This design comes from an exercise in tuning for small area on the open sky130 flow, not from production work.
In this exercise RTL edits were held to simulation tests only and were not proved equivalent to the original.

red:
Design Cordic, start of the top module:
module Cordic(
	input clk,
	input [12:0] x_0,
	input [12:0] y_0,
	input [12:0] z_0,
	output [12:0] x_N,
	output [12:0] y_N,
	output [12:0] z_N
);
	wire [12:0] xs0 = x_0, ys0 = y_0;
	wire [12:0] zs0 = z_0;
	wire d0 = zs0[12];   
	wire signed [12:0] xss0 = xs0, yss0 = ys0;
	wire [12:0] xsh0 = xss0 >>> 0, ysh0 = yss0 >>> 0;
	wire [12:0] bx0 = ysh0 ^ {13{~d0}}, by0 = xsh0 ^ {13{d0}};
	wire [12:0] xn0, yn0;
	wire cx0_3;
	CordicMachine #(.N(3), .FIRST(1)) ax0_0 (.a(xs0[2:0]), .b(bx0[2:0]), .ci(~d0), .s(xn0[2:0]), .co(cx0_3));
	wire cx0_6;
	CordicMachine #(.N(3), .FIRST(0)) ax0_1 (.a(xs0[5:3]), .b(bx0[5:3]), .ci(cx0_3), .s(xn0[5:3]), .co(cx0_6));
	wire cx0_9;
	CordicMachine #(.N(3), .FIRST(0)) ax0_2 (.a(xs0[8:6]), .b(bx0[8:6]), .ci(cx0_6), .s(xn0[8:6]), .co(cx0_9));
	wire cx0_13;
	CordicMachine #(.N(4), .FIRST(0)) ax0_3 (.a(xs0[12:9]), .b(bx0[12:9]), .ci(cx0_9), .s(xn0[12:9]), .co(cx0_13));
	wire cy0_3;
	CordicMachine #(.N(3), .FIRST(1)) ay0_0 (.a(ys0[2:0]), .b(by0[2:0]), .ci(d0), .s(yn0[2:0]), .co(cy0_3));
	wire cy0_6;
	CordicMachine #(.N(3), .FIRST(0)) ay0_1 (.a(ys0[5:3]), .b(by0[5:3]), .ci(cy0_3), .s(yn0[5:3]), .co(cy0_6));
	wire cy0_9;
	CordicMachine #(.N(3), .FIRST(0)) ay0_2 (.a(ys0[8:6]), .b(by0[8:6]), .ci(cy0_6), .s(yn0[8:6]), .co(cy0_9));
	wire cy0_13;
  ...
Size in the first run: roughly 79 I/O pins, roughly 0.018 sq mm of cells after synthesis.
==> flow/config.mk <==
export PLATFORM = sky130hd
export DESIGN_NAME = Cordic
export DESIGN_NICKNAME = Cordic
export VERILOG_FILES = /design/flow/design.v
export SDC_FILE = /design/flow/constraint.sdc
export NUM_CORES = 4
export LEC_CHECK = 0
export CAP_MARGIN = 20
export CORE_MARGIN = 2
export CORE_UTILIZATION = 60
export CTS_BUF_LIST = sky130_fd_sc_hd__clkbuf_8
export CTS_CLUSTER_DIAMETER = 100
export CTS_CLUSTER_SIZE = 18
export GPL_TIMING_DRIVEN = 0
export PLACE_DENSITY = 0.75
export SLEW_MARGIN = 20
==> flow/constraint.sdc <==
create_clock -name core_clock -period 3.2 [get_ports {clk}]
set_input_delay 0.6400 -clock core_clock [delete_from_list [all_inputs] [get_ports {clk}]]
set_output_delay 0.6400 -clock core_clock [all_outputs]
set_load 0.01 [all_outputs]
standard.sh (not shown) runs the stock make flow with config.mk's settings and CLKGATE_MAP_FILE= SYNTH_SCRIPT=/design/flow/synth_recipe.tcl, a recipe that flattens the netlist after the stock synthesis.
==> flow/flow/run.sh <==
#!/bin/bash
# Standard layout, except: the port buffers that placement inserts use the smallest
# buffer cell, and the buffers synthesis left in the netlist are removed before global
# placement (placement's repair then buffers only where it needs to).
set -euo pipefail
export BUFFER_PORTS_ARGS="-buffer_cell sky130_fd_sc_hd__buf_1"
export PRE_GLOBAL_PLACE_TCL="$PWD/flow/rmbuf.tcl"
bash standard.sh > standard.log 2>&1
==> flow/flow/rmbuf.tcl <==
remove_buffers
Input-level comparison between blue and red:
# red
export LEC_CHECK = 0
export CAP_MARGIN = 20
export CORE_MARGIN = 2
export CORE_UTILIZATION = 60
export CTS_BUF_LIST = sky130_fd_sc_hd__clkbuf_8
export CTS_CLUSTER_DIAMETER = 100
export CTS_CLUSTER_SIZE = 18
export GPL_TIMING_DRIVEN = 0
export PLACE_DENSITY = 0.75
export SLEW_MARGIN = 20
create_clock -name core_clock -period 3.2 [get_ports {clk}]
# blue
export LEC_CHECK = 0
export CAP_MARGIN = 20
export CORE_MARGIN = 2
export CORE_UTILIZATION = 40
export CTS_BUF_LIST = sky130_fd_sc_hd__clkbuf_16
export CTS_CLUSTER_DIAMETER = 80
export CTS_CLUSTER_SIZE = 28
export GPL_TIMING_DRIVEN = 0
export SLEW_MARGIN = 20
create_clock -name core_clock -period 3.2 [get_ports {clk}]
==> comparison <==
Changes observed in blue relative to red: final cell count moved up, arrival time at the worst endpoint increased 0.02 ns, buffers inserted during post-CTS setup optimization -1, sequential share of cell area fell 0.94 points.
## Diff of input files: green against blue
# blue
export LEC_CHECK = 0
export CAP_MARGIN = 20
export CORE_MARGIN = 2
export CORE_UTILIZATION = 40
export CTS_BUF_LIST = sky130_fd_sc_hd__clkbuf_16
export CTS_CLUSTER_DIAMETER = 80
export CTS_CLUSTER_SIZE = 28
export GPL_TIMING_DRIVEN = 0
export SLEW_MARGIN = 20
create_clock -name core_clock -period 3.2 [get_ports {clk}]
# green
export LEC_CHECK = 0
export CAP_MARGIN = 20
export CORE_MARGIN = 2
export CORE_UTILIZATION = 50
export CTS_BUF_LIST = sky130_fd_sc_hd__clkbuf_8
export CTS_CLUSTER_DIAMETER = 100
export CTS_CLUSTER_SIZE = 18
export GPL_TIMING_DRIVEN = 0
export PLACE_DENSITY = 0.65
export SLEW_MARGIN = 20
create_clock -name core_clock -period 3.2 [get_ports {clk}]
[summary]
- Higher final critical-path required period goes to blue over green.
- Sum of met2 wire segment lengths after detailed routing in green is about 3.2% above blue.
#### Input delta (orange over green)
# green
export LEC_CHECK = 0
export CAP_MARGIN = 20
export CORE_MARGIN = 2
export CORE_UTILIZATION = 50
export CTS_BUF_LIST = sky130_fd_sc_hd__clkbuf_8
export CTS_CLUSTER_DIAMETER = 100
export CTS_CLUSTER_SIZE = 18
export GPL_TIMING_DRIVEN = 0
export PLACE_DENSITY = 0.65
export SLEW_MARGIN = 20
create_clock -name core_clock -period 3.2 [get_ports {clk}]
# orange
export LEC_CHECK = 0
export CAP_MARGIN = 20
export CORE_MARGIN = 2
export CORE_UTILIZATION = 40
export CTS_BUF_LIST = sky130_fd_sc_hd__clkbuf_8
export CTS_CLUSTER_DIAMETER = 100
export CTS_CLUSTER_SIZE = 18
export GPL_TIMING_DRIVEN = 0
export SLEW_MARGIN = 20
create_clock -name core_clock -period 3.2 [get_ports {clk}]
orange ends up with a wire length of the first global-routing pass that is 190 microns lower than in green.
orange -> green: xor/xnor cell area share of the yosys netlist delta 0, exact match
On actual transition at the worst max-transition pin, the higher figure sits with orange, not green.
Compared with green, in orange first-pass iteration count of the detailed router shows a reduction of 2, count of fill cells added during filler insertion shows an increase of 32%.
NOTE design area green->orange increased slightly
Cmp orange vs green: path length in cells of the critical path higher in orange

[port drivers added, routing unchanged]
The results above use ideal ports. As a check the final layouts listed here were re-extracted and re-timed, cells and wires unchanged.
Step 1 (the two cells are an assumption about what drives the block):
set clk [get_ports {clk}]
set_driving_cell -lib_cell sky130_fd_sc_hd__clkbuf_16 $clk
set_driving_cell -lib_cell sky130_fd_sc_hd__buf_2 [delete_from_list [all_inputs] $clk]
Step 2, shift: input delay + t, output delay - t, t = (earliest + latest rising clock arrival at the registers) / 2. This alone moves slack from input paths to output paths.
Slacks: ideal ports / drivers / drivers and shift; pairs: ideal ports / drivers.
run | t (ns) | setup slack, ns | hold WS [ns] | worst register clock-pin slew, ns | pins driven straight from the clock port
red | 0.610 | 0.138 / 0.138 / -0.240 | 0.146 / 0.125 / 0.335 | 0.11 / 0.11 | 1
blue | 0.566 | 0.116 / 0.116 / -0.135 | 0.201 / 0.174 / 0.330 | 0.10 / 0.10 | 1
green | 0.617 | 0.177 / 0.177 / -0.251 | 0.136 / 0.111 / 0.335 | 0.11 / 0.11 | 1
orange | 0.620 | 0.153 / 0.153 / -0.317 | 0.145 / 0.121 / 0.335 | 0.11 / 0.11 | 1
With both steps, setup timing fails in every run listed, where it was met with ideal ports. The setup slack of orange, which loses most, moves by 0.000 ns with the drivers and by -0.470 ns with both steps.
